This design comes from an exercise in tuning for small area, a short achievable clock period and few clock cycles on the open sky130 flow, not from production work.

## run A
// sha256_v2
module sha256_v2(
    input wire i_clk,
    input wire i_rst,
    input wire i_write,
    input wire [7:0] i_N,
    input wire [8:0] i_bit_miss,
    input wire i_read,
    input wire [31:0] i_data,
    output reg [31:0] o_data,
    output reg o_done
);
==> flow/config.mk <==
export PLATFORM = sky130hd
export DESIGN_NAME = sha256_v2
export DESIGN_NICKNAME = sha256_v2
export VERILOG_FILES = /design/flow/design.v
export SDC_FILE = /design/flow/constraint.sdc
export NUM_CORES = 8
export LEC_CHECK = 0
export ABC_AREA = 1
export CAP_MARGIN = 20
export CORE_MARGIN = 2
export CORE_UTILIZATION = 60
export CTS_CLUSTER_DIAMETER = 100
export CTS_CLUSTER_SIZE = 20
export SLEW_MARGIN = 20
==> flow/constraint.sdc <==
create_clock -name core_clock -period 20.0 [get_ports {i_clk}]
set_input_delay 4.0000 -clock core_clock [delete_from_list [all_inputs] [get_ports {i_clk}]]
set_output_delay 4.0000 -clock core_clock [all_outputs]
set_load 0.01 [all_outputs]
standard.sh (not shown) runs the stock make flow with config.mk's settings and CLKGATE_MAP_FILE= SYNTH_SCRIPT=/design/flow/synth_recipe.tcl, a recipe that flattens the netlist after the stock synthesis.
==> flow/flow/run.sh <==
#!/bin/bash
# Layout flow: the standard synthesis, then the standard layout with
# the timing repair told to keep a setup margin, so that it closes the design
# at a shorter period than the 20 ns constraint, and with the ports buffered
# by plain buffers (which the repair may then resize); the flip-flops that
# drive output ports are placed next to the ports' buffers. Each step's full
# output goes to a log file of its own here. The repair after global routing
# keeps a larger margin, for what detailed routing adds.
set -euo pipefail
MARGIN=14.9
GRT_MARGIN=15.05
bash standard.sh synth > synth.log 2>&1
ARGS=("BUFFER_PORTS_ARGS=-buffer_cell sky130_fd_sc_hd__buf_2" "POST_GLOBAL_PLACE_TCL=$PWD/flow/place_io_flops.tcl" "CTS_ARGS=-sink_clustering_enable -repair_clock_nets -sink_clustering_size 20 -sink_clustering_max_diameter 100 -dont_use_dummy_load")
bash standard.sh SETUP_SLACK_MARGIN=$MARGIN "${ARGS[@]}" cts > layout.log 2>&1
bash standard.sh SETUP_SLACK_MARGIN=$GRT_MARGIN "${ARGS[@]}" finish > layout2.log 2>&1
==> flow/flow/place_io_flops.tcl <==
# After global placement: put each flip-flop that drives an output port's
# buffer next to that buffer, so the flop-to-port path has a short wire.
# Detailed placement legalizes the moved cells afterwards.
set block [ord::get_db_block]
set moved 0
foreach bterm [$block getBTerms] {
  if {[$bterm getIoType] ne "OUTPUT"} { continue }
  set net [$bterm getNet]
  if {$net eq "NULL"} { continue }
  set buf ""
  foreach it [$net getITerms] {
    if {[$it isOutputSignal]} { set buf [$it getInst] }
  }
  if {$buf eq ""} { continue }
  set ff ""
  foreach it [$buf getITerms] {
    if {![$it isInputSignal]} { continue }
    set n2 [$it getNet]
    if {$n2 eq "NULL"} { continue }
    foreach jt [$n2 getITerms] {
      if {[$jt isOutputSignal] && [[[$jt getInst] getMaster] isSequential]} { set ff [$jt getInst] }
    }
  }
  if {$ff eq ""} { continue }
  set loc [$buf getLocation]
  $ff setLocation [lindex $loc 0] [lindex $loc 1]
  incr moved
}
puts "place_io_flops: moved $moved flip-flops next to their output buffers"
Run A completed; timing, DRC and antenna clean
The following lists how run B was set up differently from run A:
--- a/flow/flow/run.sh
+++ b/flow/flow/run.sh
@@ -11 +11 @@
-GRT_MARGIN=15.05
+GRT_MARGIN=15.1
@@ -13 +13 @@
-ARGS=("BUFFER_PORTS_ARGS=-buffer_cell sky130_fd_sc_hd__buf_2" "POST_GLOBAL_PLACE_TCL=$PWD/flow/place_io_flops.tcl" "CTS_ARGS=-sink_clustering_enable -repair_clock_nets -sink_clustering_size 20 -sink_clustering_max_diameter 100 -dont_use_dummy_load")
+ARGS=("MATCH_CELL_FOOTPRINT=0" "BUFFER_PORTS_ARGS=-buffer_cell sky130_fd_sc_hd__buf_2" "POST_GLOBAL_PLACE_TCL=$PWD/flow/place_io_flops.tcl" "CTS_ARGS=-sink_clustering_enable -repair_clock_nets -sink_clustering_size 20 -sink_clustering_max_diameter 100 -dont_use_dummy_load")
--- outcome ---
Run B ends up with higher total detailed-routing wirelength than run A does.
Of the two values seen for cell with the largest stage delay on the worst path, sky130_fd_sc_hd__dfxtp_2 was produced by run B and sky130_fd_sc_hd__dfxtp_1 by run A.
Run B does worse than run A on worst hold slack.
Comparing run A against run B, there is no change at all in number of standard cells after synthesis.
Every run (run B and run A) finished clean.
For run C, these inputs were changed with respect to run B:
==> flow/flow/run.sh <==
#!/bin/bash
# Layout flow: the standard synthesis, then the standard layout with
# the timing repair told to keep a setup margin, so that it closes the design
# at a shorter period than the 20 ns constraint, and with the ports buffered
# by plain buffers (which the repair may then resize); the flip-flops that
# drive output ports are placed next to the ports' buffers. Each step's full
# output goes to a log file of its own here.
set -euo pipefail
MARGIN=14.9
bash standard.sh synth > synth.log 2>&1
bash standard.sh SETUP_SLACK_MARGIN=$MARGIN "BUFFER_PORTS_ARGS=-buffer_cell sky130_fd_sc_hd__buf_2" "POST_GLOBAL_PLACE_TCL=$PWD/flow/place_io_flops.tcl" "CTS_ARGS=-sink_clustering_enable -repair_clock_nets -sink_clustering_size 20 -sink_clustering_max_diameter 100 -dont_use_dummy_load" finish > layout.log 2>&1
## What came out
Run C against run B; count of fill cells added during filler insertion is up slightly. Going from run B to run C, clock skew grows by 0.0035 ns. There was hardly any difference in area of the mapped netlist between run C and run B. Sort run C and run B by vias per cell, ascending, and run C comes first. Diff run B -> run C | global routing met2 resource utilization | decrease of 0.24 points. Total instance count after detailed placement: run B vs run C, no meaningful difference.
No functional check of the RTL was part of any run of this note.

==> what the ideal ports hide <==
In the flow no input, the clock included, has a driving cell. The finished layouts below were timed again as built, in two steps.
Step 1 sets driving cells, clkbuf_16 on the clock port and buf_2 on the other inputs (assumed; they add their load-dependent delay and slew).
Step 2 also shifts input and output timing later by t, the mid clock arrival at the registers, as if the neighbouring blocks saw the same clock.
Slacks: no drivers / after step 1 / after step 2; pairs: no drivers / after step 1.
| run | t, ns | setup slack, ns | slew at the worst register clock pin (ns) |
|---|---|---|---|
| run A | 0.728 | 14.884 / 14.806 / 14.192 | 0.10 / 0.10 |
| run B | 0.727 | 14.870 / 14.788 / 14.323 | 0.09 / 0.09 |
| run C | 0.728 | 14.784 / 14.784 / 14.302 | 0.10 / 0.10 |
After both steps every run listed still meets setup and hold. The setup slack of run A, which loses most, moves by -0.078 ns with the drivers and by -0.692 ns with both steps.
